What follows belongs to an exercise in optimizing a design on an open flow for small area; a production flow would make more cautious choices.
Function was checked by simulation only, so behaviour that the tests miss may differ from the original.

==> flow/design.v (excerpt) <==
module sqrt_u32 (
    input  wire        clk,
    input  wire        rst_n,
    input  wire        valid_in,
    input  wire [31:0] data_i,
    output wire        valid_out,
    output wire [15:0] data_o
);
Size in the first run: ~1,200 cells after synthesis, about 52 I/O pins, ~6600 um^2 of cells after synthesis.
export LEC_CHECK = 0
export ABC_AREA = 1
export CAP_MARGIN = 20
export CORE_MARGIN = 2
export CORE_UTILIZATION = 55
export CTS_BUF_LIST = sky130_fd_sc_hd__clkbuf_8
export GPL_TIMING_DRIVEN = 0
export PLACE_DENSITY = 0.65
export SETUP_SLACK_MARGIN = -0.4
export SLEW_MARGIN = 20
create_clock -name core_clock -period 9.0 [get_ports {clk}]
standard.sh (not shown) runs the stock make flow with config.mk's settings and CLKGATE_MAP_FILE= SYNTH_SCRIPT=/design/flow/synth_recipe.tcl, a recipe that flattens the netlist after the stock synthesis.
==> flow/flow/run.sh <==
#!/bin/bash
# Standard layout (standard.sh) with its own logic mapping:
# - synthesis skips Yosys's full-adder extraction (ADDER_MAP_FILE empty), so ABC maps the
#   carry chains itself;
# - ABC runs flow/area.abc instead of ORFS's script. Everything else in synthesis (registers,
#   flattening, renaming) is the standard synthesis script, patched only at the abc call.
# - input and output ports get the smallest buffer (buf_1).
export BUFFER_PORTS_ARGS="-buffer_cell sky130_fd_sc_hd__buf_1"
# - clock tree without dummy loads.
export CTS_ARGS="-sink_clustering_enable -repair_clock_nets -buf_list sky130_fd_sc_hd__clkbuf_8 -dont_use_dummy_load"
# - after global routing, downsize gates off the critical paths (ORFS power recovery).
export RECOVER_POWER=100
set -euo pipefail
here=$(pwd)
sed 's|^\(\s*\)log_cmd abc {\*}$abc_args|\1log_cmd abc {*}[lreplace $abc_args 1 1 $::env(MY_ABC_SCRIPT)]|' \
  "$FLOW_HOME/scripts/synth.tcl" > "$here/synth_abc.tcl"
grep -q 'MY_ABC_SCRIPT' "$here/synth_abc.tcl"
sed "s|\$::env(SCRIPTS_DIR)/synth.tcl|$here/synth_abc.tcl|" synth_recipe.tcl > "$here/synth_recipe_abc.tcl"
grep -q synth_abc.tcl "$here/synth_recipe_abc.tcl"
sed "s|SYNTH_SCRIPT=[^ ]*|SYNTH_SCRIPT=$here/synth_recipe_abc.tcl|" standard.sh > "$here/standard_abc.sh"
export ADDER_MAP_FILE=
export MY_ABC_SCRIPT="$here/flow/area.abc"
bash "$here/standard_abc.sh" > standard.log 2>&1
==> flow/flow/area.abc <==
strash
dch
map -B 0.9
topo
stime -c
buffer -c
dnsize -c
Edit:
==> flow/flow/run.sh (replaced) <==
#!/bin/bash
# Standard layout (standard.sh), except that synthesis skips Yosys's full-adder extraction
# (ADDER_MAP_FILE empty), so ABC maps the carry chains itself.
export BUFFER_PORTS_ARGS="-buffer_cell sky130_fd_sc_hd__buf_1"
set -euo pipefail
export ADDER_MAP_FILE=
bash standard.sh > standard.log 2>&1
--- a/flow/config.mk
+++ b/flow/config.mk
@@ -15 +14,0 @@
-export SETUP_SLACK_MARGIN = -0.4
removed: flow/flow/area.abc
The new run went through all stages and came out clean.
Cell count goes up by a few percent.
First-iteration DRC count goes down by roughly a tenth.
Global-route usage goes down by 0.77 points.
Fmax goes up by a few percent.
Non-clock buffer count goes up by 15.
Edit:
==> flow/flow/run.sh (replaced) <==
#!/bin/bash
# Standard layout (standard.sh) with its own logic mapping:
# - synthesis skips Yosys's full-adder extraction (ADDER_MAP_FILE empty), so ABC maps the
#   carry chains itself;
# - ABC runs flow/area.abc instead of ORFS's script. Everything else in synthesis (registers,
#   flattening, renaming) is the standard synthesis script, patched only at the abc call.
export BUFFER_PORTS_ARGS="-buffer_cell sky130_fd_sc_hd__buf_1"
set -euo pipefail
here=$(pwd)
sed 's|^\(\s*\)log_cmd abc {\*}$abc_args|\1log_cmd abc {*}[lreplace $abc_args 1 1 $::env(MY_ABC_SCRIPT)]|' \
  "$FLOW_HOME/scripts/synth.tcl" > "$here/synth_abc.tcl"
grep -q 'MY_ABC_SCRIPT' "$here/synth_abc.tcl"
sed "s|\$::env(SCRIPTS_DIR)/synth.tcl|$here/synth_abc.tcl|" synth_recipe.tcl > "$here/synth_recipe_abc.tcl"
grep -q synth_abc.tcl "$here/synth_recipe_abc.tcl"
sed "s|SYNTH_SCRIPT=[^ ]*|SYNTH_SCRIPT=$here/synth_recipe_abc.tcl|" standard.sh > "$here/standard_abc.sh"
export ADDER_MAP_FILE=
export MY_ABC_SCRIPT="$here/flow/area.abc"
bash "$here/standard_abc.sh" > standard.log 2>&1
==> flow/flow/area.abc (new file) <==
strash
dc2
dch -f
map -a
topo
stime -c
buffer -c
upsize -c
dnsize -c
--- a/flow/config.mk
+++ b/flow/config.mk
@@ -12,2 +11,0 @@
-export CTS_BUF_LIST = sky130_fd_sc_hd__clkbuf_8
-export GPL_TIMING_DRIVEN = 0
Outcome: The new run finished but failed the layout checks on negative setup slack. Sequential share of layout area barely changes. Cell count decreases by 8.6%. Synthesized cell count decreases by 14%. Die area decreases by 6.2%. Hold slack loses 8.7 ps. Worst setup slack loses 650 ps. Critical path depth increases by 4. Utilization increases by 4.4 points.


sqrt_u32, a different RTL version from the one above (not shown whole).
For scale: about 85 flip-flops, about 52 I/O pins, roughly 0.0070 mm2 of cells after synthesis.
Settings: LEC_CHECK=0, ABC_AREA=1, CAP_MARGIN=20, CORE_MARGIN=2, CORE_UTILIZATION=55, CTS_BUF_LIST=sky130_fd_sc_hd__clkbuf_8, GPL_TIMING_DRIVEN=0, PLACE_DENSITY=0.65, SLEW_MARGIN=20; clock period 9.0 ns.
==> flow/flow/run.sh <==
#!/bin/bash
# Standard layout (standard.sh), except that synthesis skips Yosys's full-adder extraction
# (ADDER_MAP_FILE empty), so ABC maps the carry chains itself.
export BUFFER_PORTS_ARGS="-buffer_cell sky130_fd_sc_hd__buf_1"
set -euo pipefail
export ADDER_MAP_FILE=
bash standard.sh > standard.log 2>&1
The baseline finished clean.
Next try:
==> flow/flow/run.sh (replaced) <==
#!/bin/bash
# Standard layout (standard.sh) with its own logic mapping:
# - synthesis skips Yosys's full-adder extraction (ADDER_MAP_FILE empty), so ABC maps the
#   carry chains itself;
# - ABC runs flow/area.abc instead of ORFS's script. Everything else in synthesis (registers,
#   flattening, renaming) is the standard synthesis script, patched only at the abc call.
export BUFFER_PORTS_ARGS="-buffer_cell sky130_fd_sc_hd__buf_1"
set -euo pipefail
here=$(pwd)
sed 's|^\(\s*\)log_cmd abc {\*}$abc_args|\1log_cmd abc {*}[lreplace $abc_args 1 1 $::env(MY_ABC_SCRIPT)]|' \
  "$FLOW_HOME/scripts/synth.tcl" > "$here/synth_abc.tcl"
grep -q 'MY_ABC_SCRIPT' "$here/synth_abc.tcl"
sed "s|\$::env(SCRIPTS_DIR)/synth.tcl|$here/synth_abc.tcl|" synth_recipe.tcl > "$here/synth_recipe_abc.tcl"
grep -q synth_abc.tcl "$here/synth_recipe_abc.tcl"
sed "s|SYNTH_SCRIPT=[^ ]*|SYNTH_SCRIPT=$here/synth_recipe_abc.tcl|" standard.sh > "$here/standard_abc.sh"
export ADDER_MAP_FILE=
export MY_ABC_SCRIPT="$here/flow/area.abc"
bash "$here/standard_abc.sh" > standard.log 2>&1
==> flow/flow/area.abc (new file) <==
strash
dch
map -B 0.9
topo
stime -c
buffer -c
dnsize -c
Effect: Core utilization is higher by 2.6 points; die area is lower by 3.9%; cell area is lower by 0.44%; critical path depth is higher by 49; setup slack is worse by 120 ps; first-iteration DRC count is lower by 20%.
Next try:
--- a/flow/flow/run.sh
+++ b/flow/flow/run.sh
@@ -5,5 +5,8 @@
 # - ABC runs flow/area.abc instead of ORFS's script. Everything else in synthesis (registers,
 #   flattening, renaming) is the standard synthesis script, patched only at the abc call.
+# - input and output ports get the smallest buffer (buf_1).
 export BUFFER_PORTS_ARGS="-buffer_cell sky130_fd_sc_hd__buf_1"
+# - clock tree without dummy loads.
+export CTS_ARGS="-sink_clustering_enable -repair_clock_nets -buf_list sky130_fd_sc_hd__clkbuf_8 -dont_use_dummy_load"
 set -euo pipefail
 here=$(pwd)
==> flow/flow/area.abc (replaced) <==
strash
dch -f
map -a
topo
stime -c
buffer -c
upsize -c
dnsize -c
- SETUP_SLACK_MARGIN: unset -> -0.4
Effect: This time the run ran to the end with violations: negative setup slack; wire length decreases slightly; cell count fell by a few percent; flip-flop and latch count is unchanged; design area went up by a few percent; count of clock-buffer cells in the layout is unchanged; setup slack is worse by 1200 ps; sequential share of layout area is lower by 1.0 points.

==> port drivers added, routing unchanged <==
Ports are ideal in the flow. The routed layouts listed here were re-timed in OpenROAD.
Step 1 assumes that a clkbuf_16 drives the clock port and a buf_2 every other input.
Step 2 times the ports against the registers' clock, not the clock port: input delays grow and output delays shrink by t, the midpoint of the rising clock arrivals with the driver on.
Three values: no drivers, after step 1, after step 2; two values: the first two.
run | t (ns) | setup slack, ns | hold slack, ns | slew at the worst register clock pin (ns)
the first run of note 1 | 0.379 | 0.336 / 0.301 / 0.159 | 0.326 / 0.326 / 0.326 | 0.07 / 0.07
the second run of note 1 | 0.399 | 0.507 / 0.470 / 0.762 | 0.330 / 0.330 / 0.330 | 0.08 / 0.08
the third run of note 1 | 0.371 | -0.142 / -0.179 / 0.192 | 0.321 / 0.321 / 0.321 | 0.06 / 0.06
the first run of note 2 | 0.429 | 0.952 / 0.973 / 0.544 | 0.317 / 0.317 / 0.317 | 0.12 / 0.12
the second run of note 2 | 0.410 | 0.835 / 0.835 / 0.580 | 0.331 / 0.331 / 0.331 | 0.09 / 0.09
the third run of note 2 | 0.391 | -0.386 / -0.386 / -0.386 | 0.330 / 0.330 / 0.330 | 0.10 / 0.10
For the first run of note 2, which loses most, drivers alone change the setup slack by +0.021 ns; drivers and shift together by -0.408 ns.
